This is an optimization exercise on Yosys and OpenROAD, whose aim is a short achievable clock period and few clock cycles, not a production implementation. Function was checked by simulation only, so behaviour that the tests miss may differ from the original.

--- flow/flow/run.sh ---
#!/bin/bash
# Standard ORFS layout (the standard.sh, unchanged synthesis) with these
# changes to how the layout is made:
#  - port buffers are buf_4 cells rather than the default delay-type buffer;
#  - repair may resize cells to other footprints;
#  - the program-memory pins are kept together on one edge (io_pins.tcl);
#  - before detailed placement, flip-flops that drive only output buffers are
#    moved next to those buffers (pull_out_flops.tcl).
# The whole make output goes to flow_make.log here; ORFS keeps each step's own
# log under orfs/logs/.
set -euo pipefail
export PRE_IO_PLACEMENT_TCL="$(pwd)/flow/io_pins.tcl"
export PRE_DETAIL_PLACE_TCL="$(pwd)/flow/pull_out_flops.tcl"
bash standard.sh \
  SETUP_SLACK_MARGIN=118.8 \
  "BUFFER_PORTS_ARGS=-buffer_cell sky130_fd_sc_hd__buf_4" \
  MATCH_CELL_FOOTPRINT=0 \
  finish > flow_make.log 2>&1
--- flow/flow/io_pins.tcl ---
# Keep the program-memory interface (imem_addr, imem_data), reset and halted
# together on the top edge: the fetch address register and the halted register
# sit between the returning instruction word and the pins they drive.
set names {reset halted}
for {set i 0} {$i < 32} {incr i} {
  lappend names "imem_addr\[$i\]" "imem_data\[$i\]"
}
set_io_pin_constraint -pin_names $names -region top:*
# print_b and mem_wdata carry the same register value: keep each pair together.
for {set i 0} {$i < 32} {incr i} {
  set_io_pin_constraint -group -order -pin_names [list "mem_wdata\[$i\]" "print_b\[$i\]"]
}
--- flow/flow/pull_out_flops.tcl ---
# Output paths: move each flip-flop whose output feeds nothing but output-port
# buffers onto the middle of those buffers; the detailed placement that
# follows makes the placement legal again.
set block [ord::get_db_block]
set moved 0
foreach bterm [$block getBTerms] {
  if {[$bterm getIoType] != "OUTPUT"} { continue }
  set net [$bterm getNet]
  if {$net == "NULL"} { continue }
  set drv ""
  foreach it [$net getITerms] { if {[$it isOutputSignal]} { set drv $it } }
  if {$drv == ""} { continue }
  set buf [$drv getInst]
  set n2 ""
  foreach it [$buf getITerms] { if {[$it isInputSignal]} { set n2 [$it getNet] } }
  if {$n2 == "" || $n2 == "NULL"} { continue }
  set fdrv ""
  set only_bufs 1
  set xs 0
  set ys 0
  set nb 0
  foreach it [$n2 getITerms] {
    if {[$it isOutputSignal]} { set fdrv $it; continue }
    set ld [$it getInst]
    # a load that is not an output-port buffer: leave this flip-flop alone
    set onet ""
    foreach o [$ld getITerms] { if {[$o isOutputSignal]} { set onet [$o getNet] } }
    if {$onet == "" || $onet == "NULL" || [llength [$onet getBTerms]] == 0} { set only_bufs 0; break }
    set l [$ld getLocation]
    set xs [expr {$xs + [lindex $l 0]}]
    set ys [expr {$ys + [lindex $l 1]}]
    incr nb
  }
  if {$fdrv == "" || !$only_bufs || $nb == 0} { continue }
  if {[llength [$n2 getBTerms]] != 0} { continue }
  set ff [$fdrv getInst]
  if {![[$ff getMaster] isSequential]} { continue }
  if {[info exists done([$ff getName])]} { continue }
  set done([$ff getName]) 1
  $ff setLocation [expr {$xs / $nb}] [expr {$ys / $nb}]
  incr moved
}
puts "pull_out_flops: moved $moved flip-flops next to their output buffers"
--- flow/standard.sh ---
#!/bin/bash
# synth_recipe.tcl (not shown) runs the flow's synth.tcl, then flattens the netlist and writes it again
# the make line also repeats each setting of config.mk as NAME=value (left out here)
make -C /OpenROAD-flow-scripts/flow DESIGN_CONFIG=/design/flow/config.mk WORK_HOME=/design/flow/orfs CLKGATE_MAP_FILE= SYNTH_SCRIPT=/design/flow/synth_recipe.tcl "${@:-finish}"
--- flow/config.mk ---
export PLATFORM = sky130hd
export DESIGN_NAME = mips_core
export DESIGN_NICKNAME = mips_core
export VERILOG_FILES = /design/flow/design.v
export SDC_FILE = /design/flow/constraint.sdc
export NUM_CORES = 4
export LEC_CHECK = 0
export ABC_CLOCK_PERIOD_IN_PS = 28000
export CAP_MARGIN = 20
export CORE_MARGIN = 2
export CORE_UTILIZATION = 45
export PLACE_DENSITY = 0.62
export SLEW_MARGIN = 20
--- flow/constraint.sdc ---
create_clock -name core_clock -period 150.0 [get_ports {clk}]
set_input_delay 30.0000 -clock core_clock [delete_from_list [all_inputs] [get_ports {clk}]]
set_output_delay 30.0000 -clock core_clock [all_outputs]
set_load 0.01 [all_outputs]
--- flow/design.v ---
module ControlUnit(
  input [5:0] opcode,
  input [5:0] funct,
  output reg [1:0] RegDst,
  output reg Branch,
  output reg MemRead,
  output reg [1:0] MemtoReg,
  output reg [1:0] ALUOp,
  output reg MemWrite,
  output reg ALUSrc,
  output reg RegWrite, 
  output reg Jump,
  output reg Jal,
  output reg print,
  output reg in, 
  output reg [1:0] bits_16_26,
  output reg pause
);
  always @(*)
    case (opcode)
      6'b000000:  
			begin
				RegDst    <= 2'b01;
				Branch    <= 0;
				MemRead   <= 0;
				MemtoReg  <= 2'b00;
				ALUOp     <= 2'b00;  
				MemWrite  <= 0;
				ALUSrc    <= 0;
				RegWrite  <= 1;
				Jump      <= 0;
				Jal       <= 0;
				print     <= 0;
				in		    <= 0;
				bits_16_26<= 0;
				pause	  <= 0;
			end
		6'b001000:  
			begin
				RegDst    <= 2'b00;
				Branch    <= 0;
				MemRead   <= 0;
				MemtoReg  <= 2'b00;
				ALUOp     <= 2'b00;  
				MemWrite  <= 0;
				ALUSrc    <= 1;
				RegWrite  <= 1;
				Jump      <= 0;
				Jal       <= 0;
				print     <= 0;
			   in		    <= 0;
				bits_16_26<= 2'b11;
				pause	  <= 0;
			end
		6'b000010:  
			begin
				RegDst    <= 2'b00; 
				Branch    <= 0;
				MemRead   <= 0;
				MemtoReg  <= 2'b00; 
				ALUOp     <= 2'b00;  
				MemWrite  <= 0;
				ALUSrc    <= 0;
				RegWrite  <= 0;
				Jump      <= 1;
				Jal       <= 0;
				print     <= 0;
				in		    <= 0;
				bits_16_26<= 2'b00;
				pause	  <= 0;
			end
		6'b000011:  
			begin
				RegDst    <= 2'b00; 
				Branch    <= 0;
				MemRead   <= 0;
				MemtoReg  <= 2'b00; 
				ALUOp     <= 2'b01;  
				MemWrite  <= 0;
				ALUSrc    <= 1;
				RegWrite  <= 0;
				Jump      <= 0;
				Jal       <= 1;
				print     <= 0;
				in		    <= 0;
				bits_16_26<= 2'b00;
				pause	  <= 0;
			end
      6'b100011:
        begin
          RegDst    <= 2'b00;
          Branch    <= 0;
          MemRead   <= 1;
          MemtoReg  <= 2'b01;  
          ALUOp     <= 2'b11;  
          MemWrite  <= 0;
          ALUSrc    <= 1;
          RegWrite  <= 1;
			 Jump      <= 0;
			 Jal       <= 0;
			 print     <= 0;
			 in		  <= 0;
			 bits_16_26<= 2'b11;
			 pause	  <= 0;
        end
      6'b101011:
        begin
          RegDst    <= 2'b00;  
          Branch    <= 0;
          MemRead   <= 0;
          MemtoReg  <= 2'b00;  
          ALUOp     <= 2'b11;
          MemWrite  <= 1;
          ALUSrc    <= 1;
          RegWrite  <= 0;
			 Jump      <= 0;
			 Jal       <= 0;
			 print     <= 0;
			 in		  <= 0;
			 bits_16_26<= 2'b11;
			 pause	  <= 0;
        end
		6'b000100:
		  begin
			 RegDst    <= 2'b00;  
			 Branch    <= 1;
			 MemRead   <= 0;
			 MemtoReg  <= 2'b00;  
			 ALUOp     <= 2'b10;  
			 MemWrite  <= 0;
			 ALUSrc    <= 0;
			 RegWrite  <= 0;
			 Jump      <= 0;
			 Jal       <= 0;
			 print     <= 0;
			 in		  <= 0;
			 bits_16_26<= 2'b11;
			 pause	  <= 0;
		  end
      6'b000101: 
		  begin
			 RegDst    <= 2'b00;  
			 Branch    <= 1;
			 MemRead   <= 0;
			 MemtoReg  <= 2'b00;  
			 ALUOp     <= 2'b00;  
			 MemWrite  <= 0;
			 ALUSrc    <= 0;
			 RegWrite  <= 0;
			 Jump      <= 0;
			 Jal       <= 0;
			 print     <= 0;
			 in        <= 0;
			 bits_16_26<= 2'b11;
			 pause	  <= 0;
		  end
		6'b001111:
		  begin
			  RegDst    <= 2'b00;  
			  Branch    <= 0;	 
			  MemRead   <= 0;	
			  MemtoReg  <= 2'b10;
			  ALUOp     <= 2'b00;
			  MemWrite  <= 0;
			  ALUSrc    <= 0;  
			  RegWrite  <= 1;
			  Jump      <= 0;
			  Jal       <= 0;
			  print     <= 0;
			  in		   <= 0;
			  bits_16_26<= 2'b11;
			  pause	  <= 0;
		  end
		6'b111111:
        begin
          RegDst    <= 2'b00;
          Branch    <= 0;
          MemRead   <= 0;
          MemtoReg  <= 2'b00;
          ALUOp     <= 2'b00;
          MemWrite  <= 0;
          ALUSrc    <= 0;
          RegWrite  <= 0;
			 Jump      <= 0;
			 Jal       <= 0;
			 print     <= 1;
			 in		  <= 0;
			 bits_16_26<= 2'b00;
			 pause	  <= 0;
        end
		6'b111000:
        begin
          RegDst    <= 2'b10;
          Branch    <= 0;
          MemRead   <= 0;
          MemtoReg  <= 2'b10;
          ALUOp     <= 2'b00;
          MemWrite  <= 0;
          ALUSrc    <= 0;
          RegWrite  <= 1;
			 Jump      <= 0;
			 Jal       <= 0;
			 print     <= 0;
			 in		  <= 1;
			 bits_16_26<= 2'b01;
			 pause	  <= 0;
        end
		6'b000111:
		 begin
          RegDst    <= 2'b00;
          Branch    <= 0;
          MemRead   <= 0;
          MemtoReg  <= 2'b00;
          ALUOp     <= 2'b00;
          MemWrite  <= 0;
          ALUSrc    <= 0;
          RegWrite  <= 0;
			 Jump      <= 0;
			 Jal       <= 0;
			 print     <= 0;
			 in		  <= 0;
			 bits_16_26<= 2'b00;
			 pause	  <= 1;
			end
      default:
        begin
          RegDst    <= 2'b00;
          Branch    <= 0;
          MemRead   <= 0;
          MemtoReg  <= 2'b00;
          ALUOp     <= 2'b00;
          MemWrite  <= 0;
          ALUSrc    <= 0;
          RegWrite  <= 0;
			 Jump      <= 0;
			 Jal       <= 0;
			 print     <= 0;
			 in		  <= 0;
			 bits_16_26<= 2'b00;
			 pause	  <= 0;
        end
    endcase
endmodule
module ALUControl(
  input[5:0] opcode,
  input [5:0] funct,
  input [4:0] shamt,
  output reg [3:0] ALUCtrl
);
always @(*) begin
	case (opcode)
		6'b001000:  
			ALUCtrl <= 4'b0010;
		6'b101011, 6'b100011:  
			ALUCtrl <= 4'b1010;
		6'b000011: 	 
			ALUCtrl <= 4'b1110;
		6'b000100:  
			ALUCtrl <= 4'b1100;
		 6'b000101:  
			ALUCtrl <= 4'b0100;
		6'b000000:  
			case (funct)
				6'b100000:  
					ALUCtrl <= 4'b0010;
				6'b100100:  
					ALUCtrl <= 4'b1011;
				6'b100111: 
					ALUCtrl <= 4'b1001;
				6'b000000:  
					ALUCtrl <= 4'b0101;
				6'b000010:  
					ALUCtrl <= 4'b1000;
				6'b100010:  
					ALUCtrl <= 4'b0110;
				6'b100101:  
					ALUCtrl <= 4'b0001;
				6'b101010:  
					ALUCtrl <= 4'b0111;
				6'b011000:  
					ALUCtrl <= 4'b1111;
				6'b011010:  
					ALUCtrl <= 4'b0011;
				6'b001000:  
					ALUCtrl <= 4'b0000;
				default:
					ALUCtrl <= 4'b0000;
			endcase
		default:
			ALUCtrl <= 4'b1111;
	endcase
end
endmodule
module signExtend
( input [1:0] bits_16_26,
  input [26:0] sign_to_extend_1,
  input [3:0] sign_to_extend_2,
  input [4:0] input_register,
  output [31:0] signal_extended
);
	assign signal_extended = (bits_16_26==0) ? {6'b0, sign_to_extend_1[25:0]}: ((bits_16_26 == 1) ? {28'b0, sign_to_extend_2[3:0]} : {16'b0, sign_to_extend_1[15:0]});
endmodule
module Mux_N #(parameter N=31, parameter M=0)
 (input [N:0] input_1, input [N:0] input_2, input [N:0] input_3, input [M:0] flag, output [N:0] mux_output);
	assign mux_output = (flag == 0) ? input_1 : ((flag == 1) ? input_2 : input_3);
endmodule
module Mux_Y #(parameter N=31, parameter M=0)
(input [M:0] flag, input [N:0] input_1, input [N:0] input_2, output [N:0] mux_output);
	  assign mux_output = (flag == 0) ? input_1 : input_2;
endmodule
module BankRegister
(
input clk, input reset, input RegWrite, input Jal,
input [4:0]source, input [4:0] target, input [4:0]target_or_destination,  input [4:0] print_adress,
output [31:0] read_register_1, output [31:0]read_register_2, output [31:0] print_register, input[31:0] write_data, input[31:0] pc
);
	integer i;
	reg [31:0]registers [31:0];
	assign read_register_1 = registers[source];
	assign read_register_2 = registers[target];
	assign print_register = registers[print_adress];
	always @(posedge clk)
	begin
		if (reset == 1)
		begin
			for (i = 0; i < 32; i=i+1)
			begin
				registers[i] <= 32'b0;
			end
		end
		else if (RegWrite) registers[target_or_destination] <= write_data;
		else if (Jal == 1) registers[31] <= pc + 1;
	end
endmodule
module ArithmeticLogicUnit
	(
	input [31:0] read_data_1,
	input [31:0] read_data_2,
	input [3:0] ALUCtrl,
	input [4:0] shamt,
	input [31:0] signal_extended,
	output reg [31:0] ALU_result
);
	always @(*)
	begin
		case (ALUCtrl)
			4'b0010: ALU_result = read_data_1 + read_data_2;
			4'b1010: ALU_result = read_data_1 + read_data_2;
			4'b0110: ALU_result = read_data_1 - read_data_2;
			4'b0001: ALU_result = read_data_1 | read_data_2;
			4'b1011: ALU_result = read_data_1 & read_data_2;
			4'b0111: ALU_result = (read_data_1 < read_data_2) ? 32'd1 : 32'd0;
			4'b0101: ALU_result = read_data_1 << shamt;
			4'b1000: ALU_result = read_data_1 >> shamt;
			4'b1001: ALU_result = ~read_data_1;
			4'b1111: ALU_result = read_data_1 * read_data_2;
			4'b0011:
				begin
					if (read_data_2 != 0)
						ALU_result = read_data_1 / read_data_2;
					else ALU_result = 32'd1;
				end
			4'b1100:  
				begin
					if (read_data_1 == read_data_2)
						ALU_result = signal_extended;
					else ALU_result = 32'hffffffff;
				end
			4'b0100:  
				begin
					if (read_data_1 != read_data_2)
						ALU_result = signal_extended;
					else ALU_result = 32'hffffffff;
				end
			default:
				ALU_result = 32'd0;
		endcase
	end
endmodule
module DataMemory
(
	input [31:0] write_data_ram,
	input [31:0] address,
	input MemWrite, reset, clk,
	output [31:0] read_data
);
	integer i;
	reg [31:0] ram[31:0];
	always @ (posedge clk)
	begin
		if (reset)
		begin
			for (i = 0; i < 32; i=i+1)
				ram[i] <= 32'b0;
		end
		else if (MemWrite)
			ram[address[4:0]] <= write_data_ram;
	end
	assign read_data = ram[address[4:0]];
endmodule
module mips_core
(
	input clk,
	input reset,
	output [31:0] imem_addr,
	input [31:0] imem_data,
	input [3:0] input_register,
	output retire,
	output [31:0] retire_pc,
	output wb_en,
	output [4:0] wb_addr,
	output [31:0] wb_data,
	output mem_we,
	output [4:0] mem_addr,
	output [31:0] mem_wdata,
	output print,
	output [31:0] print_a, print_b, print_c,
	output halted
);
	integer i;
	reg        rst_q;
	reg [3:0]  in_q;    
	reg [31:0] fa;        
	reg [31:0] pr_e;
	reg        pr_tk, pr_rt;
	reg [31:0] regs [0:31];
	reg [31:0] dmem [0:31];
	reg [63:0] bp_v, bp_t;
	reg        x_valid;
	reg [31:0] x_ir, x_pc;
	reg        x_bpv, x_bpt;
	reg        d_act;
	reg [2:0]  d_cnt;
	reg [31:0] d_rem, d_q;
	reg        h;
	reg        t_retire, t_wb_en, t_mem_we, t_print;
	reg [31:0] t_pc, t_wb_data, t_mem_wdata, t_pa, t_pb, t_pcc;
	reg [4:0]  t_wb_addr, t_mem_addr;
	wire [5:0]  x_op    = x_ir[31:26];
	wire [4:0]  x_rs    = x_ir[25:21];
	wire [4:0]  x_rt    = x_ir[20:16];
	wire [4:0]  x_rd    = x_ir[15:11];
	wire [4:0]  x_sh    = x_ir[10:6];
	wire [5:0]  x_fn    = x_ir[5:0];
	wire [31:0] x_imm   = {16'b0, x_ir[15:0]};
	wire [31:0] x_tgt   = {6'b0, x_ir[25:0]};
	wire x_rtype = x_op == 6'b000000;
	wire x_addi  = x_op == 6'b001000;
	wire x_li    = x_op == 6'b001111;
	wire x_lw    = x_op == 6'b100011;
	wire x_sw    = x_op == 6'b101011;
	wire x_beq   = x_op == 6'b000100;
	wire x_bne   = x_op == 6'b000101;
	wire x_j     = x_op == 6'b000010;
	wire x_jal   = x_op == 6'b000011;
	wire x_prn   = x_op == 6'b111111;
	wire x_in    = x_op == 6'b111000;
	wire x_jr    = x_rtype && x_fn == 6'b001000;
	wire x_div   = x_rtype && x_fn == 6'b011010;
	wire [31:0] a = regs[x_rs];
	wire [31:0] b = regs[x_rt];
	wire [31:0] c = regs[x_rd];
	localparam DK = 4;
	localparam DN = 32 / DK;
	reg  [2:0]    dv_c0;
	integer ci;
	always @(*) begin
		dv_c0 = DN - 1;
		for (ci = DN - 1; ci >= 0; ci = ci - 1)
			if ((a >> (32 - DK - DK * ci)) >= b)
				dv_c0 = ci;
	end
	wire [2:0]    dv_cur  = d_act ? d_cnt : dv_c0;
	wire [DK-1:0] dv_bits = a >> (32 - DK - DK * dv_cur);
	wire [31:0]   dv_qin  = d_act ? d_q : 32'b0;
	reg  [31:0]   dv_r;
	reg  [32:0]   dv_t;
	reg  [DK-1:0] dv_q;
	integer k;
	always @(*) begin
		dv_r = d_act ? d_rem : (a >> (32 - DK * dv_c0));
		for (k = DK - 1; k >= 0; k = k - 1) begin
			dv_t = {dv_r, dv_bits[k]};
			if (dv_t >= {1'b0, b}) begin
				dv_t = dv_t - {1'b0, b};
				dv_q[k] = 1'b1;
			end else
				dv_q[k] = 1'b0;
			dv_r = dv_t[31:0];
		end
	end
	wire        dv_zero  = b == 32'b0;
	wire        dv_fast  = !d_act && (dv_zero || a < b);
	wire        dv_done  = dv_fast || dv_cur == DN - 1;
	wire [31:0] dv_res   = dv_fast ? {31'b0, dv_zero} : {dv_qin[31-DK:0], dv_q};
	reg [31:0] alu;
	always @(*) begin
		case (x_fn)
			6'b100000: alu = a + b;
			6'b100010: alu = a - b;
			6'b100100: alu = a & b;
			6'b100101: alu = a | b;
			6'b100111: alu = ~a;
			6'b000000: alu = a << x_sh;
			6'b000010: alu = a >> x_sh;
			6'b101010: alu = {31'b0, a < b};
			6'b011000: alu = a * b;
			6'b011010: alu = dv_res;
			default:   alu = 32'b0;
		endcase
	end
	wire [4:0]  maddr = a[4:0] + x_ir[4:0];
	wire [31:0] mrd   = dmem[maddr];
	wire        wen   = (x_rtype && !x_jr) || x_addi || x_li || x_lw || x_jal || x_in;
	wire [4:0]  waddr = x_rtype ? x_rd : x_jal ? 5'd31 : x_in ? x_rs : x_rt;
	wire [31:0] pc1   = x_pc + 32'd1;
	wire [31:0] wdata = x_rtype ? alu :
	                    x_addi  ? a + x_imm :
	                    x_li    ? x_imm :
	                    x_lw    ? mrd :
	                    x_jal   ? pc1 :
	                    {28'b0, in_q};
	wire        eq     = a == b;
	wire        taken  = (x_beq && eq) || (x_bne && !eq);
	wire        x_pt   = x_bpv ? x_bpt : x_op[0];    
	wire [31:0] x_next = x_jr ? a : taken ? x_imm : pc1;
	wire        x_miss = ((x_beq || x_bne) && taken != x_pt) || (x_jr && a != regs[31]);
	wire x_halt = x_valid && x_op == 6'b000111;    
	wire x_busy = x_valid && !x_halt;
	wire x_go   = x_busy && (!x_div || dv_done);
	wire stall  = x_busy && x_div && !dv_done;
	wire redir  = x_go && x_miss;
	wire x_wr   = x_go && wen;
	wire [5:0]  f_op    = imem_data[31:26];
	wire        f_j     = f_op[5:1] == 5'b00001;
	wire        f_br    = f_op[5:1] == 5'b00010;
	wire        f_jr    = f_op == 6'b000000 && imem_data[5:0] == 6'b001000;
	wire        f_pause = f_op == 6'b000111;
	wire [31:0] pc_f    = rst_q ? 32'b0 :
	                      pr_tk ? {6'b0, x_ir[25:16] & {10{!x_ir[28]}}, x_ir[15:0]} :
	                      pr_rt ? regs[31] : pr_e;
	wire        bpv     = bp_v[pc_f[5:0]] && !rst_q;
	wire        f_bt    = bpv ? bp_t[pc_f[5:0]] : f_op[0];
	wire [31:0] r31     = rst_q ? 32'b0 : (x_wr && waddr == 5'd31) ? wdata : regs[31];
	wire [31:0] f_seq   = pc_f + 32'd1;
	wire        f_enter = !redir && !stall && !x_halt;
	wire [31:0] f_early = redir ? x_next : f_enter ? f_seq : pc_f;
	wire        f_tk    = f_enter && (f_j || (f_br && f_bt));
	wire        f_rt    = f_enter && f_jr;
	wire [31:0] f_tgt   = {6'b0, imem_data[25:16] & {10{!f_op[2]}}, imem_data[15:0]};
	wire [31:0] f_next  = f_tk ? f_tgt : f_rt ? r31 : f_early;
	always @(posedge clk) begin
		rst_q <= reset;
		in_q  <= input_register;
		pr_e  <= f_early;
		pr_tk <= f_tk;
		pr_rt <= f_rt;
		if (reset) begin
			fa      <= 32'b0;
			x_valid <= 1'b0;
			h       <= 1'b0;
			d_act   <= 1'b0;
			d_cnt   <= 3'b0;
		end else begin
			fa <= f_next;
			if (redir) begin
				x_valid <= 1'b0;
			end else if (f_enter) begin
				x_valid <= 1'b1;
			end else if (x_go) begin
				x_valid <= 1'b0;
			end
			h     <= f_enter ? f_pause : x_halt;
			d_act <= stall;
			d_cnt <= stall ? dv_cur + 3'd1 : 3'd0;
		end
		if (f_enter) begin
			x_ir    <= imem_data;
			x_pc    <= pc_f;
			x_bpv   <= bpv;
			x_bpt   <= bp_t[pc_f[5:0]];
		end
		if (stall) begin
			d_rem <= dv_r;
			d_q   <= {dv_qin[31-DK:0], dv_q};
		end
	end
	always @(posedge clk) begin
		if (rst_q) begin
			for (i = 0; i < 32; i = i + 1)
				regs[i] <= 32'b0;
		end else if (x_wr)
			regs[waddr] <= wdata;
	end
	always @(posedge clk) begin
		if (rst_q) begin
			for (i = 0; i < 32; i = i + 1)
				dmem[i] <= 32'b0;
		end else if (x_go && x_sw)
			dmem[maddr] <= b;
	end
	always @(posedge clk) begin
		if (rst_q) begin
			bp_v <= 64'b0;
			bp_t <= 64'b0;
		end else if (x_go && (x_beq || x_bne)) begin
			bp_v[x_pc[5:0]] <= 1'b1;
			bp_t[x_pc[5:0]] <= taken;
		end
	end
	always @(posedge clk) begin
		t_retire <= !reset && x_go;
		t_wb_en  <= x_go && wen;
		t_mem_we <= x_go && x_sw;
		t_print  <= x_go && x_prn;
		t_pc        <= x_pc;
		t_wb_addr   <= waddr;
		t_wb_data   <= wdata;
		t_mem_addr  <= maddr;
		t_mem_wdata <= b;
		t_pa        <= a;
		t_pb        <= b;
		t_pcc       <= c;
	end
	assign imem_addr = fa;
	assign retire    = t_retire;
	assign retire_pc = t_pc;
	assign wb_en     = t_wb_en;
	assign wb_addr   = t_wb_addr;
	assign wb_data   = t_wb_data;
	assign mem_we    = t_mem_we;
	assign mem_addr  = t_mem_addr;
	assign mem_wdata = t_mem_wdata;
	assign print     = t_print;
	assign print_a   = t_pa;
	assign print_b   = t_pb;
	assign print_c   = t_pcc;
	assign halted    = h;
endmodule
==> notes.md, run 1 <==
- The run finished with no timing, DRC or antenna violations.
- Number of port buffers: 276
* Area of the core: 362,000 µm²
* Post-synthesis average cell area: 11.5 µm²
* Count of nets left with antenna violations after detail routing: 0
- Initial core utilization: 0.451
- sky130_fd_sc_hd__edfxtp_1 takes more of the synthesized area than any other cell.
- Walking the worst path, the cells encountered are buf_6.
* Max-Slew Margin vs Limit: 0.130
* Commonest register cell after synthesis: sky130_fd_sc_hd__edfxtp_1
* Final nets: 15,093
- After routing, the total negative slack on setup checks comes to 0 ns.
- For this block, the initial DRC count from the detailed router was 20,841.
* Min-Delay Path Depth: 2
* Warnings, synthesis: 1
* Vias per cell: 6.80
* Commonest cells after routing, fill and taps aside: sky130_fd_sc_hd__nor2_1 (2,798), sky130_fd_sc_hd__edfxtp_1 (2,174), sky130_fd_sc_hd__mux4_2 (1,093), sky130_fd_sc_hd__nand2_1 (978), sky130_fd_sc_hd__inv_1 (770)
- Critical path peak fanout: 2
- Fin crit share: 0.209
- Across the whole layout, storage elements account for 73,400 µm².
- HPWL reported at the end of detailed placement: 463 mm
- Count of endpoints failing hold in the final timing report: 0
* Achievable clock frequency: 31.8 MHz
- The finished layout holds 19,188 standard cells, fillers aside.
- Root buffer selected by CTS: sky130_fd_sc_hd__clkbuf_16
- Across the run, the number of max-cap violations was 0.
* Data arrival time of the worst path: 1.41 ns
* Global routing usage summed across all routing layers: 0.380
- Flip-flop and latch count after synthesis: 2,563
- Entering global routing, the biggest net connects 130 pins.
* Number of distinct library cell variants in the gate-level netlist after synthesis: 112
- The floorplan has 221 rows.
- Setup CP Type: flop to output port
* EDFF count, synth: 2,174
- After clock tree synthesis, the flow added hold-fix buffers numbering 0.
* Area used by multi-input combinational logic: 83,100 µm²
* Depth of the worst register-to-register path: 80
- The largest single stage delay on the critical path is 0.34 ns.
- Setup clock skew after layout: 0.0727 ns
- Cell area after layout: 182,000 µm²
* Critical Path Slowest Stage Cell: sky130_fd_sc_hd__dfxtp_2
* Least-Margin Pin Slew: 1.31 ns
- In the final routed layout, each cell accounts on average for 36.8 µm.
- Die area: 368,000 µm²
* Number of primary I/O pins: 277
- Share of final-layout standard cells stronger than drive strength 1: 0.203
- Measured along the x axis, the die boundary spans 606 µm.
* Clock sink count: 2,563
- Of the post-synthesis cell area, the dominant cell type holds 0.400.
- Summing all placed instances gives a cell area of 171,000 µm².
* Crit path buf inv count: 1
* Total nets after synthesis: 15,231
- Fill cells in the final layout number 31,730.
- CP top delay family: flip-flops
- Placer's final routability congestion estimate: 1.02
- In this run the number of cells on the critical path is 1.
- STA classifies the critical path startpoint as a flop.
- The number of placed instances, taps included, is 18,591.
- Initial antenna violation count: 86
- No sink is reached through more buffers than the 4 on the longest clock path.
- The final route contains 130,387 vias.
- CTS Buf Count: 292
- Syn Std Cell Area: 163,000 µm²
* Final routed DRC violation total: 0
- STA classifies the critical path endpoint as an output port.
* Total iterations of the first detailed-routing run: 14
- Worst skew pair latency: 0.98 ns
- Total Wirelength: 707 mm
- The first global-routing pass estimated 980 mm of wire.
* Max Transition Viols Final: 0
* RSZ-0062 raised after global routing: true
- Required arrival time at the worst endpoint: 120.00 ns
- The cell count after synthesis came out at 14,238.
- Area added between synthesis and finish: 11.4%
* Final global-route overflow total: 0
* Vias in the first global route: 125,380
- The H-tree was split into 5 levels.
* Final setup violation count: 0
* Final critical-path required period: 31.41 ns
* Leading post-synthesis cells by cell area: sky130_fd_sc_hd__edfxtp_1 (40%), sky130_fd_sc_hd__mux4_2 (15%), sky130_fd_sc_hd__nor2_1 (6.5%), sky130_fd_sc_hd__fa_1 (5.1%), sky130_fd_sc_hd__dfxtp_1 (4.8%)
- The path class of the tightest hold or removal check is flop to flop.
- From bottom edge to top edge, the die measures 606 µm.
- The library cell used most frequently in the layout, excluding fill and tap cells, is sky130_fd_sc_hd__nor2_1.
- For this run, the register share of the synthesized area comes to 0.448.
* Ys async rst share: 0
- CTS tree: built
- Clock-pin transition on the worst setup and hold timing paths: 0.06 ns
cells by family (layout without fill, tap and decap cells):
family | after synthesis | after routing | synth area share
AND/OR/NAND/NOR | 4812 | 4813 | 0.125
flip-flops | 2563 | 2563 | 0.448
buffers and inverters | 1991 | 2088 | 0.0495
AO/OA/AOI/OAI | 1915 | 1915 | 0.0796
multiplexers | 1681 | 1681 | 0.188
adder cells (fa/ha/maj) | 955 | 955 | 0.0923
XOR/XNOR | 321 | 321 | 0.0173
other | 0 | 58 | 0
cells in the mapped netlist, types with 130 or more instances:
cell                          n
sky130_fd_sc_hd__clkbuf_1   843
sky130_fd_sc_hd__buf_2      136
sky130_fd_sc_hd__mux2i_1    439
sky130_fd_sc_hd__nand3_1    189
sky130_fd_sc_hd__mux4_2    1096
sky130_fd_sc_hd__o21ai_0    309
sky130_fd_sc_hd__nor3_1     162
sky130_fd_sc_hd__nand2b_1   140
sky130_fd_sc_hd__nand2_1   1004
sky130_fd_sc_hd__dfxtp_1    389
sky130_fd_sc_hd__a21oi_1    441
sky130_fd_sc_hd__ha_1       540
sky130_fd_sc_hd__fa_1       415
sky130_fd_sc_hd__a211oi_1   130
sky130_fd_sc_hd__a22oi_1    191
sky130_fd_sc_hd__inv_1      776
sky130_fd_sc_hd__nor2_1    2810
sky130_fd_sc_hd__edfxtp_1  2174
sky130_fd_sc_hd__xnor2_1    241
registers in the layout, indices dropped and copies added (netlist names), 3 cells and up, named ones only:
| signal | count |
|---|---|
| bp_t | 64 |
| bp_v | 64 |
| d_cnt | 3 |
| d_q | 28 |
| d_rem | 32 |
| dmem | 1024 |
| fa | 32 |
| in_q | 4 |
| pr_e | 32 |
| regs | 1024 |
| t_mem_addr | 5 |
| t_pa | 32 |
| t_pb | 32 |
| t_pc | 32 |
| t_pcc | 32 |
| t_wb_addr | 5 |
| t_wb_data | 32 |
| x_ir | 32 |
| x_pc | 32 |
what timing repair did:
action | 4_1_cts | 5_1_grt
gates cloned | 1 | 0
setup buffers | 3 | 3
setup endpoints to repair | 271 | 258
pin swaps | 0 | 1
gates resized for setup | 390 | 47
per-stage QoR:
step                      utilization  hold slack [ns]  setup slack [ns]
after floorplan                     -            0.346            118.35
after global placement          0.473            0.438            117.49
after detailed placement        0.473            0.442            117.39
after CTS                       0.502            0.450            118.53
after global routing            0.503            0.466            118.56
final                           0.503            0.451            118.59
worst paths after layout:
kind,endpoint,startpoint,slack [ns]
setup / recovery,print_b[27],t_pb[27],118.59
hold / removal,bp_t[36],bp_t[36],0.45
setup reg to reg,d_rem[19],flop,123.71
hold reg to reg,bp_t[36],bp_t[36],0.45
layer usage:
metal,part of all wire,global-route usage
met1,0.34,0.460
met4,0.096,0.296
met3,0.14,0.134
met5,0.0010,0.00379
met2,0.42,0.552
cell type report:
cell class | count | area share
Antenna cell | 58 | 0.000798
Clock buffer | 377 | 0.0438
Clock inverter | 153 | 0.00871
Inverter | 808 | 0.0167
Multi-Input combinational cell | 9685 | 0.457
Sequential cell | 2563 | 0.403
Tap cell | 4794 | 0.0330
Timing Repair Buffer | 750 | 0.0366
Testbench counts, summed over its fixed seeds: cycles 37,245.
==> run 2, diff against run 1 <==
--- a/flow/design.v
+++ b/flow/design.v
@@ -471,14 +471,16 @@
 				dv_c0 = ci;
 	end
 	wire [2:0]    dv_cur  = d_act ? d_cnt : dv_c0;
-	wire [DK-1:0] dv_bits = a >> (32 - DK - DK * dv_cur);
 	wire [31:0]   dv_qin  = d_act ? d_q : 32'b0;
+	wire [31:0]   dv_rin  = d_act ? d_rem : (a >> (32 - DK * dv_c0));
+	wire          dv_nar  = b[31:8] == 24'b0;
+	wire [DK-1:0] dv_bits = a >> (32 - DK - DK * dv_cur);
 	reg  [31:0]   dv_r;
 	reg  [32:0]   dv_t;
 	reg  [DK-1:0] dv_q;
 	integer k;
 	always @(*) begin
-		dv_r = d_act ? d_rem : (a >> (32 - DK * dv_c0));
+		dv_r = dv_rin;
 		for (k = DK - 1; k >= 0; k = k - 1) begin
 			dv_t = {dv_r, dv_bits[k]};
 			if (dv_t >= {1'b0, b}) begin
@@ -489,10 +491,32 @@
 			dv_r = dv_t[31:0];
 		end
 	end
+	wire [35:0]     dv_ax   = {a, {DK{1'b0}}};
+	wire [2*DK-1:0] dvn_bits = dv_ax >> (32 - DK - DK * dv_cur);
+	reg  [7:0]      dvn_r;
+	reg  [8:0]      dvn_t;
+	reg  [2*DK-1:0] dvn_q;
+	integer kn;
+	always @(*) begin
+		dvn_r = dv_rin[7:0];
+		for (kn = 2 * DK - 1; kn >= 0; kn = kn - 1) begin
+			dvn_t = {dvn_r, dvn_bits[kn]};
+			if (dvn_t >= {1'b0, b[7:0]}) begin
+				dvn_t = dvn_t - {1'b0, b[7:0]};
+				dvn_q[kn] = 1'b1;
+			end else
+				dvn_q[kn] = 1'b0;
+			dvn_r = dvn_t[7:0];
+		end
+	end
 	wire        dv_zero  = b == 32'b0;
 	wire        dv_fast  = !d_act && (dv_zero || a < b);
-	wire        dv_done  = dv_fast || dv_cur == DN - 1;
-	wire [31:0] dv_res   = dv_fast ? {31'b0, dv_zero} : {dv_qin[31-DK:0], dv_q};
+	wire        dv_done  = dv_fast || dv_cur == DN - 1 || (dv_nar && dv_cur == DN - 2);
+	wire [31:0] dv_rnext = dv_nar ? {24'b0, dvn_r} : dv_r;
+	wire [31:0] dv_qnext = dv_nar ? {dv_qin[31-2*DK:0], dvn_q} : {dv_qin[31-DK:0], dv_q};
+	wire [31:0] dv_res   = dv_fast ? {31'b0, dv_zero} :
+	                       (dv_nar && dv_cur == DN - 1) ? {dv_qin[31-DK:0], dvn_q[2*DK-1:DK]} :
+	                       dv_qnext;
 	reg [31:0] alu;
 	always @(*) begin
 		case (x_fn)
@@ -572,7 +596,7 @@
 			end
 			h     <= f_enter ? f_pause : x_halt;
 			d_act <= stall;
-			d_cnt <= stall ? dv_cur + 3'd1 : 3'd0;
+			d_cnt <= stall ? dv_cur + (dv_nar ? 3'd2 : 3'd1) : 3'd0;
 		end
 		if (f_enter) begin
 			x_ir    <= imem_data;
@@ -581,8 +605,8 @@
 			x_bpt   <= bp_t[pc_f[5:0]];
 		end
 		if (stall) begin
-			d_rem <= dv_r;
-			d_q   <= {dv_qin[31-DK:0], dv_q};
+			d_rem <= dv_rnext;
+			d_q   <= dv_qnext;
 		end
 	end
 	always @(posedge clk) begin
==> notes.md, run 2 <==
- The number of remaining DRC errors came to 0 (unchanged).
* Commonest register cell after synthesis: sky130_fd_sc_hd__edfxtp_1
- Least-Margin Pin Slew: 1.33 ns (+0.0285 ns)
- Endpoint of the worst hold path: bp_v[56]
* Final nets: 15,624 (+3.5%)
- Synth top area share: 0.395 (-0.00521)
- Area after DPL: 173,000 µm² (+1.3%)
- EDFF count, synth: 2,174 (unchanged)
* Post-route non-filler standard cell count: 19,703 (+2.7%)
- The violation count after the first detailed-route iteration was 22,081 (+5.9%).
* CTS max path bufs: 4 (unchanged)
- Hold_sp: bp_v[56]
- The number of placed I/O pins is 277 (unchanged).
- The total grt overflow is 0 (unchanged).
* Achievable clock frequency: 31.8 MHz (about the same)
- The global router's overall resource usage is 0.370 (-0.00938).
* Final setup violation count: 0 (unchanged)
- Traced cell by cell, the critical path runs through buf_4.
- The total number of vias is 132,694 (+1.8%).
- The width of the chip came to 610 µm (+0.65%).
* Kind of end point of the critical path: output port
- Largest net degree at the start of global routing: 107 (-18%)
- The portion of the clock cycle consumed by the worst path in the final layout came to 0.210 (about the same).
- Share of the yosys chip area belonging to registers: 0.442 (-0.00583)
* Commonest cells in the netlist: sky130_fd_sc_hd__nor2_1 (2,862), sky130_fd_sc_hd__edfxtp_1 (2,174), sky130_fd_sc_hd__mux4_2 (1,115), sky130_fd_sc_hd__nand2_1 (1,085), sky130_fd_sc_hd__clkbuf_1 (897)
- HPWL reported at the end of detailed placement: 460 mm (-0.68%)
- Worst skew pair latency: 0.98 ns (about the same)
- The count of input and output buffers was 276 (unchanged).
- Most instantiated library cell after synthesis: sky130_fd_sc_hd__nor2_1
- Root buffer selected by CTS: sky130_fd_sc_hd__clkbuf_16
- The worst slew slack as a fraction of its limit is 0.111 (-0.0190).
- Vias in the first global route: 124,205 (-0.94%)
- Dominant cell type by area after synthesis: sky130_fd_sc_hd__edfxtp_1
* Area of the core: 366,000 µm² (+1.1%)
* Die Y-Extent: 610 µm (+0.65%)
- Grouping stages by cell kind, the critical path spends the most delay in flip-flops.
* Final critical-path required period: 31.43 ns (+0.0200 ns)
* First-pass GRT wire length: 971 mm (-0.82%)
- The number of antenna violations at the first check in global routing was 101 (+17%).
* Critical Path Slowest Stage Cell: sky130_fd_sc_hd__dfxtp_2
- The max capacitance violation total was 0 (unchanged).
- The run finished with no timing, DRC or antenna violations.
- The number of instances on the worst hold path came to 2 (unchanged).
- STA classifies the critical path startpoint as a flop.
- The total of warnings raised by yosys came to 1 (unchanged).
* Setup CP Type: flop to output port
- TritonCTS built the clock tree.
- The post-layout instance area was 186,000 µm² (+2.3%).
- The total nets after synthesis was 15,712 (+3.2%).
- Initial core utilization: 0.452 (+0.000787)
- The share of cells above drive strength 1 came to 0.209 (+0.00524).
- Ranked by total cell area, the synthesized netlist is headed by sky130_fd_sc_hd__edfxtp_1 (39%), sky130_fd_sc_hd__mux4_2 (15%), sky130_fd_sc_hd__nor2_1 (6.5%), sky130_fd_sc_hd__fa_1 (5.1%), sky130_fd_sc_hd__dfxtp_1 (4.7%).
- The number of cells on the worst reg-to-reg path is 125 (+56%).
* Syn Std Cell Area: 165,000 µm² (+1.3%)
* Ys async rst share: 0 (unchanged)
- The number of search-and-repair iterations in the first detailed-routing pass was 7 (-7).
- Area added between synthesis and finish: 12.5%
* Worst flop-to-flop path endpoint: regs[18][0]
- RSZ-0062 raised after global routing: true
- The number of distinct library cell variants in the gate-level netlist after synthesis came to 112 (unchanged).
- The worst endpoint data arrival time is 1.43 ns (+0.02 ns).
- Crit path buf inv count: 1 (unchanged)
- The tightest min-delay check is of the flop to flop type.
- The weighted congestion reported at the end of routability-driven placement was 1.03 (+0.94%).
- Clock-pin transition on the worst setup and hold timing paths: 0.06 ns (about the same)
- Largest stage delay on the critical path: 0.32 ns (-0.02 ns)
- The worst clock skew on the final layout was 0.0766 ns (+0.00393 ns).
- The row count was 222 (+0.45%).
- The largest registers in the layout are dmem (1024), regs (1024).
* CTS Buf Count: 292 (unchanged)
- The number of nets still failing antenna checks after routing was 0 (unchanged).
* Setup TNS Final: 0 ns (unchanged)
- Setup slack of the most critical reg-to-reg path: 120.52 ns (-3.19 ns)
* Die area: 372,000 µm² (+1.3%)
- The final-report max-slew violation count is 0 (unchanged).
* Filler cells: 31,696 (-0.11%)
* Count of endpoints failing hold in the final timing report: 0 (unchanged)
- Placed insts: 18,991 (+2.2%)
- Vias per cell: 6.73 (-0.89%)
- The average wire per cell in the routed design came to 36.3 µm (-1.4%).
* Clock sink count: 2,563 (unchanged)
* Post-synthesis average cell area: 11.3 µm² (-1.6%)
- The library cell used most frequently in the layout, excluding fill and tap cells, is sky130_fd_sc_hd__nor2_1.
- The largest fanout on the critical path came to 2 (unchanged).
- The sum of routed wire length over all layers came to 715 mm (+1.2%).
- Commonest cells after routing, fill and taps aside: sky130_fd_sc_hd__nor2_1 (2,849), sky130_fd_sc_hd__edfxtp_1 (2,174), sky130_fd_sc_hd__mux4_2 (1,115), sky130_fd_sc_hd__nand2_1 (1,041), sky130_fd_sc_hd__inv_1 (814)
- Maximum level of the CTS H-tree: 5 (unchanged)
- The critical path required time was 120.00 ns (about the same).
* Flip-flop and latch count after synthesis: 2,563 (unchanged)
- Cell count after synthesis: 14,659 (+3.0%)
## run 2: changes by cell type after synthesis, sizes merged, moves of 49 or more
cell and delta:
ha +52, nor2 +49, o21ai +107, and2 -49, nand2 +84, a21oi +100
clkbuf +53
## run 2: cells by family after synthesis
family | synth area share
AO/OA/AOI/OAI | 0.0810
XOR/XNOR | 0.0189
adder cells (fa/ha/maj) | 0.0960
buffers and inverters | 0.0491
flip-flops | 0.442
multiplexers | 0.188
AND/OR/NAND/NOR | 0.125
## run 2: repair_timing
action | CTS | global route
gates resized for setup | 497 | 150
hold buffers | 0 | 0
cloned | 3 | 8
pin swaps | 23 | 49
setup buffers | 22 | 67
endpoints found under the setup margin | 305 | 313
## run 2: worst max path at each step
stage / startpoint / endpoint / slack [ns] / cells after the start
finish: t_pb[25] / mem_wdata[25] / 118.57 / 1
global route: t_pb[19] / mem_wdata[19] / 118.57 / 1
CTS: t_pb[19] / mem_wdata[19] / 118.53 / 1
detailed placement: imem_data[29] / fa[27] / 115.67 / 6
global placement: imem_data[29] / fa[27] / 116.83 / 8
floorplan: imem_data[2] / fa[24] / 118.33 / 8
## run 2: metrics by stage
step           utilization  worst slack, ns  hold WS (ns)
6_report             0.509           118.57         0.453
5_1_grt              0.508           118.57         0.472
3_5_place_dp         0.474           115.67         0.443
2_1_floorplan            -           118.33         0.346
3_3_place_gp         0.474           116.83         0.433
4_1_cts              0.504           118.53         0.450
## run 2: area by class of cell
cell class | instances | area [µm²] | share of cell area
Multi-Input combinational cell | 10052 | 86300 | 0.464
Sequential cell | 2563 | 73400 | 0.394
Clock buffer | 392 | 8030 | 0.0432
Timing Repair Buffer | 811 | 7490 | 0.0402
Tap cell | 4816 | 6030 | 0.0324
Inverter | 850 | 3210 | 0.0173
Clock inverter | 136 | 1490 | 0.00798
Antenna cell | 82 | 205 | 0.00110
Timing Repair inverter | 1 | 5.00 | 0.0000269
## run 2: layer usage
metal,track usage,vias up,routed length (µm)
met4,0.274,60,67500
met5,0,-,414
met1,0.466,65711,245000
li1,-,53057,-
met3,0.121,2724,104000
met2,0.532,11142,299000
Testbench counts of run 2, summed over its fixed seeds: cycles 37,153.
==> run 3, diff against run 2 <==
--- a/flow/design.v
+++ b/flow/design.v
@@ -643,7 +643,7 @@
 		t_mem_addr  <= maddr;
 		t_mem_wdata <= b;
 		t_pa        <= a;
-		t_pb        <= b;
+		t_pb        <= x_prn ? b : 32'b0;
 		t_pcc       <= c;
 	end
 	assign imem_addr = fa;
==> flow/flow/io_pins.tcl (replaced) <==
# Keep the program-memory interface (imem_addr, imem_data), reset and halted
# together on the top edge: the fetch address register and the halted register
# sit between the returning instruction word and the pins they drive.
set names {reset halted}
for {set i 0} {$i < 32} {incr i} {
  lappend names "imem_addr\[$i\]" "imem_data\[$i\]"
}
set_io_pin_constraint -pin_names $names -region top:*
==> notes.md, run 3 <==
- The run finished with no timing, DRC or antenna violations.
- The area of the core was 370,000 µm² (+1.1%).
- The row count came to 223 (+0.45%).
* Required arrival time at the worst endpoint: 120.00 ns (about the same)
- Count of endpoints failing hold in the final timing report: 0 (unchanged)
- Final critical-path required period: 31.46 ns (+0.0240 ns)
* Synth top area share: 0.390 (-0.00479)
* Placer's final routability congestion estimate: 1.03 (-0.40%)
- Kind of launch point of the worst setup path: flop
* Area used by multi-input combinational logic: 87,400 µm² (+1.3%)
- The number of placed I/O pins was 277 (unchanged).
- The share of cells above drive strength 1 is 0.212 (+0.00343).
* Syn Std Cell Area: 167,000 µm² (+1.2%)
* Vias in the first global route: 128,433 (+3.4%)
* RSZ-0062 raised after global routing: true
* Root buffer selected by CTS: sky130_fd_sc_hd__clkbuf_16
* Total nets after synthesis: 15,871 (+1.0%)
- Total Wirelength: 746 mm (+4.2%)
* CTS Buf Count: 299 (+2.4%)
- CP Cell Sequence: buf_6
- Crit path buf inv count: 1 (unchanged)
- Die Y-Extent: 614 µm (+0.61%)
- The number of hold buffers added after CTS was 0 (unchanged).
- The met1 layer usage reported by global route came to 0.479 (+0.0130).
* Die X: 614 µm (+0.61%)
* Storage element area: 74,000 µm² (+0.94%)
- Setup TNS Final: 0 ns (unchanged)
- The met3 track demand over resource in global routing is 0.131 (+0.00953).
* Max cap viols: 0 (unchanged)
- The xor and xnor fraction of the mapped netlist area came to 0.0184 (-0.000543).
- Critical Path Slowest Stage Cell: sky130_fd_sc_hd__dfxtp_2
- Leaving out fill and tap cells, the most frequent cells in the layout are sky130_fd_sc_hd__nor2_1 (2,741), sky130_fd_sc_hd__edfxtp_1 (2,174), sky130_fd_sc_hd__mux4_2 (1,086), sky130_fd_sc_hd__nand2_1 (1,051), sky130_fd_sc_hd__inv_1 (806).
- Achievable clock frequency: 31.8 MHz (about the same)
* HPWL reported at the end of detailed placement: 484 mm (+5.3%)
* Filler cells: 32,397 (+2.2%)
- EDFF count, synth: 2,174 (unchanged)
- The clock transition at the register clock pins on the worst setup and hold paths after CTS is 0.06 ns (about the same).
- From synthesis to final layout, the design area changed by 12.7%.
* Registers with the most flip-flops: dmem (1024), regs (1024)
* Maximum level of the CTS H-tree: 5 (unchanged)
- The number of nets still failing antenna checks after routing is 0 (unchanged).
- Commonest cells in the netlist: sky130_fd_sc_hd__nor2_1 (2,756), sky130_fd_sc_hd__edfxtp_1 (2,174), sky130_fd_sc_hd__mux4_2 (1,090), sky130_fd_sc_hd__nand2_1 (1,083), sky130_fd_sc_hd__clkbuf_1 (911)
- The largest fanout on the critical path was 1 (-1).
* Final nets: 15,793 (+1.1%)
- CP top delay family: flip-flops
- Largest net degree at the start of global routing: 181 (+69%)
* Vias per cell: 6.76 (+0.43%)
- Initial antenna violation count: 86 (-15%)
- In the synthesized netlist the dominant register cell turns out to be sky130_fd_sc_hd__edfxtp_1.
- The largest stage delay on the critical path was 0.33 ns (about the same).
- Routed length per placed instance: 37.3 µm (+2.7%)
* Setup CP Type: flop to output port
- The starting utilization of the core area came to 0.453 (+0.000749).
* Violation count after the first detailed-route iteration: 23,464 (+6.3%)
* Number of port buffers: 276 (unchanged)
- After synthesis, the largest family of logic cells by area is multiplexers.
* Fraction of synthesized area in multiplexers: 0.189 (about the same)
- The area of the die is 377,000 µm² (+1.2%).
* Ys async rst share: 0 (unchanged)
- The worst slew slack as a fraction of its limit is 0.112 (+0.00158).
* Leading post-synthesis cells by cell area: sky130_fd_sc_hd__edfxtp_1 (39%), sky130_fd_sc_hd__mux4_2 (15%), sky130_fd_sc_hd__nor2_1 (6.2%), sky130_fd_sc_hd__fa_1 (5.1%), sky130_fd_sc_hd__dfxtp_1 (5.0%)
- The count of state elements after synthesis is 2,595 (+1.2%).
* Met2 usage: 0.564 (+0.0318)
* Data arrival time of the worst path: 1.45 ns (+0.02 ns)
* Total iterations of the first detailed-routing run: 8 (+1)
- The largest total area in the synthesized netlist belongs to sky130_fd_sc_hd__edfxtp_1.
* Warnings, synthesis: 1 (unchanged)
- The share of synthesized area occupied by flip-flops and latches is 0.440 (-0.00153).
- The share of synthesized cell area in full adder, half adder and majority cells is 0.0948 (-0.00116).
- Final global-route overflow total: 0 (unchanged)
- Cell count after synthesis: 14,818 (+1.1%)
- The placed cell count is 19,307 (+1.7%).
* Global routing usage summed across all routing layers: 0.387 (+0.0166)
* Hold/Removal Path Class: flop to flop
- Compound-gate portion of the synthesized area: 0.0834 (+0.00238)
* CTS tree: built
* Number of vias after detailed routing: 135,275 (+1.9%)
* Number of distinct library cell variants in the gate-level netlist after synthesis: 122 (+8.9%)
* Gr busiest metal: met2
* Least-Margin Pin Slew: 1.33 ns (-0.00855 ns)
- The number of remaining DRC errors is 0 (unchanged).
- The worst clock skew on the final layout is 0.0978 ns (+0.0211 ns).
- Most common library cell in the layout ignoring fill and taps: sky130_fd_sc_hd__nor2_1
* Post-synthesis average cell area: 11.3 µm² (+0.14%)
- Max Transition Viols Final: 0 (unchanged)
* Worst skew pair latency: 1.00 ns (+0.02 ns)
- CTS max path bufs: 4 (unchanged)
* Final setup violation count: 0 (unchanged)
- The post-route non-filler standard cell count was 20,000 (+1.5%).
- The count of clock tree sinks came to 2,595 (+1.2%).
- The worst setup path is captured at an output port.
- sky130_fd_sc_hd__nor2_1 is the most common cell in the netlist.
- The simple logic cell fraction of the synthesized area came to 0.126 (+0.00146).
- The first-pass GRT wire length was 1020 mm (+5.0%).
* Fin crit share: 0.210 (about the same)
[run 3: cell types whose count changed in the layout (fill, tap and decap cells not counted), sizes merged, moves of 26 or more]
cell	previous run	this run
and2	30	61
mux2	106	166
mux2i	484	512
and3	59	166
xnor2	248	222
dfxtp	389	421
a221oi	43	77
o31ai	25	60
nor2	2863	2788
a22oi	209	99
[run 3: final timing paths]
check | slack, ns | end | depth (start not counted) | start
max | 118.55 | print_c[5] | 1 | t_pcc[5]
max reg2reg | 120.44 | fa[0] | 134 | flop
min | 0.45 | bp_v[14] | 2 | bp_v[14]
min reg2reg | 0.45 | bp_v[14] | 2 | bp_v[14]
[run 3: timing repair]
action	CTS	global route
setup buffers	21	52
endpoints found under the setup margin	313	340
cloned	0	8
resized for setup	464	191
pin swaps	4	14
[run 3: cell type report]
cell class              count  area share
diodes                     65    0.000862
clock buffers             387      0.0431
multi-input cells       10193       0.463
well taps                4950      0.0328
flip-flops and latches   2595       0.393
clock inverters           159     0.00970
inverters                 849      0.0171
repair buffers            802      0.0406
[run 3: logic make-up (layout without fill, tap and decap cells)]
family,after synthesis,count (layout)
AND/OR/NAND/NOR,4949,4951
XOR/XNOR,351,351
adder cells (fa/ha/maj),1015,1015
other,0,65
AO/OA/AOI/OAI,2108,2108
flip-flops,2595,2595
multiplexers,1768,1768
buffers and inverters,2032,2197
[run 3: per-stage QoR]
step	worst slack, ns	hold WS (ns)	utilization	area [µm²]
6_report	118.55	0.446	0.510	189000
5_1_grt	118.53	0.472	0.510	189000
4_1_cts	118.53	0.448	0.506	187000
3_5_place_dp	116.32	0.440	0.475	176000
3_3_place_gp	116.91	0.426	0.475	176000
2_1_floorplan	118.29	0.348	-	168000
[run 3: layer usage]
layer  up-vias  routed length (µm)
met5         -                 369
met2     11111              316000
met1     67564              254000
met3      2705              107000
met4        52               68300
li1      53843                   -
Testbench counts of run 3, summed over its fixed seeds: cycles 37,153.
==> run 4, diff against run 3 <==
--- a/flow/flow/run.sh
+++ b/flow/flow/run.sh
@@ -12,7 +12,7 @@
 export PRE_IO_PLACEMENT_TCL="$(pwd)/flow/io_pins.tcl"
 export PRE_DETAIL_PLACE_TCL="$(pwd)/flow/pull_out_flops.tcl"
 bash standard.sh \
-  SETUP_SLACK_MARGIN=118.8 \
+  SETUP_SLACK_MARGIN=119.2 \
   "BUFFER_PORTS_ARGS=-buffer_cell sky130_fd_sc_hd__buf_4" \
   MATCH_CELL_FOOTPRINT=0 \
   finish > flow_make.log 2>&1
==> notes.md, run 4 <==
- The total clock buffers created by CTS was 293 (-2.0%).
- The portion of synthesized cell area occupied by the leading cell type came to 0.390 (unchanged).
* Total nets after synthesis: 15,871 (unchanged)
- The area of the core came to 370,000 µm² (unchanged).
- CP top delay family: flip-flops
- Fin crit share: 0.210 (about the same)
- Final global-route overflow total: 0 (unchanged)
- In the final layout, the registers with the most flip-flops are dmem (1024), regs (1024).
- The setup path with the least slack is of type flop to output port.
- The flow ran to the end and the layout has no timing, DRC or antenna violations.
- The max capacitance violation total was 0 (unchanged).
* Total iterations of the first detailed-routing run: 7 (-1)
* Required arrival time at the worst endpoint: 120.00 ns (about the same)
- The total number of vias was 135,348 (+0.054%).
- Traced cell by cell, the critical path runs through buf_6.
- Final routed DRC violation total: 0 (unchanged)
- The global router's overall resource usage came to 0.381 (-0.00551).
- Share of the yosys chip area belonging to registers: 0.440 (unchanged)
- Final critical-path required period: 31.44 ns (-0.0150 ns)
- The largest fanout on the critical path is 1 (unchanged).
- The average wire per cell in the routed design is 36.9 µm (-0.99%).
- The number of setup violations in the final report is 0 (unchanged).
* Max Transition Viols Final: 0 (unchanged)
- Initial core utilization: 0.453 (unchanged)
* RSZ-0062 raised after global routing: true
- The layout net count was 15,811 (+0.11%).
* Setup clock skew after layout: 0.0932 ns (-0.00453 ns)
- The cell sitting at the root of the clock tree is a sky130_fd_sc_hd__clkbuf_16.
- The worst endpoint data arrival time came to 1.44 ns (about the same).
* Area added between synthesis and finish: 13.2%
- Least-Margin Pin Slew: 1.37 ns (+0.0481 ns)
- Cell count after synthesis: 14,818 (unchanged)
* Row count: 223 (unchanged)
- The y dimension of the die came to 614 µm (unchanged).
* Achievable clock frequency: 31.8 MHz (about the same)
- The number of H-tree branching levels was 5 (unchanged).
- The share of the core filled with cells in the final layout was 0.512 (+0.00221).
- The weighted congestion reported at the end of routability-driven placement came to 1.03 (+0.46%).
- Critical Path Slowest Stage Cell: sky130_fd_sc_hd__dfxtp_2
- The area of the die came to 377,000 µm² (unchanged).
- CTS tree: built
* EDFF count, synth: 2,174 (unchanged)
- PnR worst setup slack: 118.56 ns (+0.0150 ns)
- Sorting the synthesized cells by area gives the leading types as sky130_fd_sc_hd__edfxtp_1 (39%), sky130_fd_sc_hd__mux4_2 (15%), sky130_fd_sc_hd__nor2_1 (6.2%), sky130_fd_sc_hd__fa_1 (5.1%), sky130_fd_sc_hd__dfxtp_1 (5.0%).
- Total Wirelength: 740 mm (-0.79%)
- HPWL reported at the end of detailed placement: 480 mm (-0.84%)
- Kind of launch point of the worst setup path: flop
* Clock-pin transition on the worst setup and hold timing paths: 0.06 ns (about the same)
* Vias per cell: 6.75 (-0.15%)
* Die X: 614 µm (unchanged)
- Area after DPL: 176,000 µm² (about the same)
- The deepest clock path buffer count is 4 (unchanged).
- The synthesized design spends more area on one cell type than any other, namely sky130_fd_sc_hd__edfxtp_1.
- The largest stage delay on the critical path is 0.33 ns (about the same).
- The share of cells above drive strength 1 is 0.215 (+0.00330).
- Count of nets left with antenna violations after detail routing: 0 (unchanged)
- Clock sink count: 2,595 (unchanged)
* CTS Hold Buffers Added: 0 (unchanged)
- The cell area after technology mapping came to 167,000 µm² (unchanged).
* Number of primary I/O pins: 277 (unchanged)
- Violation count after the first detailed-route iteration: 22,071 (-5.9%)
- The aggregate negative setup slack came to 0 ns (unchanged).
- Crit path buf inv count: 1 (unchanged)
- Most common library cell in the layout ignoring fill and taps: sky130_fd_sc_hd__nor2_1
- Max-Slew Margin vs Limit: 0.0844 (-0.0279)
* Kind of end point of the critical path: output port
* Hold/Removal Path Class: flop to flop
* Cell area after layout: 189,000 µm² (+0.43%)
* Number of port buffers: 276 (unchanged)
- The setup slack on the worst flop-to-flop path is 120.82 ns (+0.38 ns).
- The most common cell in the synthesized netlist is sky130_fd_sc_hd__nor2_1.
* Number of distinct library cell variants in the gate-level netlist after synthesis: 122 (unchanged)
- Ranked by instance count, the synthesized netlist is headed by sky130_fd_sc_hd__nor2_1 (2,756), sky130_fd_sc_hd__edfxtp_1 (2,174), sky130_fd_sc_hd__mux4_2 (1,090), sky130_fd_sc_hd__nand2_1 (1,083), sky130_fd_sc_hd__clkbuf_1 (911).
- The insertion delay of the later-clocked pin in the worst-skew pair is 0.99 ns (about the same).
- The number of antenna violations at the first check in global routing is 76 (-12%).
- The first-pass GRT wire length came to 1010 mm (-1.3%).
* Warnings, synthesis: 1 (unchanged)
- Count of endpoints failing hold in the final timing report: 0 (unchanged)
* Flip-flop and latch count after synthesis: 2,595 (unchanged)
- Post-synthesis average cell area: 11.3 µm² (unchanged)
- Commonest cells after routing, fill and taps aside: sky130_fd_sc_hd__nor2_1 (2,740), sky130_fd_sc_hd__edfxtp_1 (2,174), sky130_fd_sc_hd__mux4_2 (1,088), sky130_fd_sc_hd__nand2_1 (1,048), sky130_fd_sc_hd__inv_1 (810)
- Vias in the first global route: 128,625 (+0.15%)
- Commonest register cell after synthesis: sky130_fd_sc_hd__edfxtp_1
- Largest net degree at the start of global routing: 169 (-6.6%)
- The worst setup timing slack at the placement stage was 116.68 ns (+0.353 ns).
- Ys async rst share: 0 (unchanged)
run 4: cell types whose count changed in the layout (fill, tap and decap cells not counted), moves of 5 or more:
cell	before	now
sky130_fd_sc_hd__buf_16	8	13
sky130_fd_sc_hd__bufinv_16	28	36
sky130_fd_sc_hd__nor3_4	5	10
sky130_fd_sc_hd__nor3_2	14	7
sky130_fd_sc_hd__clkinv_1	64	42
sky130_fd_sc_hd__clkbuf_1	60	49
sky130_fd_sc_hd__diode_2	65	93
sky130_fd_sc_hd__buf_6	263	272
sky130_fd_sc_hd__clkinv_2	39	47
sky130_fd_sc_hd__clkinvlp_4	19	25
run 4: repair_timing:
action	4_1_cts	5_1_grt
setup endpoints to repair	313	346
resized for setup	530	211
gates cloned	4	13
buffers inserted	26	58
pin swaps	14	16
run 4: final timing paths:
path	from	endpoint	cells past startpoint
hold / removal	bp_v[14]	bp_v[14]	2
setup / recovery	t_pcc[2]	print_c[2]	1
setup reg to reg	flop	regs[26][0]	135
hold reg to reg	bp_v[14]	bp_v[14]	2
run 4: cell families after synthesis:
logic type | count (synthesis) | share of synthesized area
AND/OR/NAND/NOR | 4949 | 0.126
flip-flops | 2595 | 0.440
AO/OA/AOI/OAI | 2108 | 0.0834
buffers and inverters | 2032 | 0.0483
multiplexers | 1768 | 0.189
adder cells (fa/ha/maj) | 1015 | 0.0948
XOR/XNOR | 351 | 0.0184
run 4: layout make-up:
class	instances	area (µm²)
antenna	93	233
clock buffer	371	7990
clock inverter	163	2090
fill	32281	180000
inverter	849	3220
multi-input combinational	10196	87600
sequential	2595	74000
tap	4950	6190
timing repair buffer	823	8090
run 4: routing by layer:
metal | up-vias | global-route usage | wire, µm
met3 | 2906 | 0.123 | 103000
met1 | 67112 | 0.464 | 248000
met2 | 11394 | 0.562 | 317000
met4 | 44 | 0.296 | 71200
met5 | - | 0.00142 | 522
li1 | 53892 | - | -
run 4: metrics by stage:
step	std cells	hold WS [ns]
2_1_floorplan	14818	0.348
5_1_grt	19976	0.460
3_3_place_gp	19312	0.414
4_1_cts	19876	0.449
6_report	20040	0.448
3_5_place_dp	19312	0.441

-- re-timing with driven ports --
The results above use ideal ports. As a check the final layouts listed here were re-extracted and re-timed, cells and wires unchanged.
Step 1: set_driving_cell puts a clkbuf_16 on clk and a buf_2 on each other input, an assumption about the parent block.
Step 2 adds t to the input delays and takes it off the output delays; t is the mean of the earliest and latest rising clock arrival at the registers after step 1. Input paths then give back, and output paths get back, about the clock's delay inside the block.
Three values: ideal ports, drivers, drivers and shift; two values: the first two.
run | shift t [ns] | setup WS [ns] | latest minus earliest clock arrival (ns) | worst register clock-pin slew, ns | pins driven straight from the clock port
run 1 | 1.058 | 118.589 / 118.474 / 117.871 | 0.073 / 0.073 | 0.08 / 0.08 | 1
run 2 | 1.070 | 118.569 / 118.444 / 117.478 | 0.076 / 0.076 | 0.07 / 0.07 | 1
run 3 | 1.078 | 118.545 / 118.422 / 117.622 | 0.098 / 0.098 | 0.07 / 0.07 | 1
run 4 | 1.061 | 118.560 / 118.440 / 117.598 | 0.094 / 0.094 | 0.07 / 0.07 | 1
After both steps setup and hold are still met in every run listed. The setup slack of run 2, which loses most, moves by -0.125 ns with the drivers and by -1.091 ns with both steps.
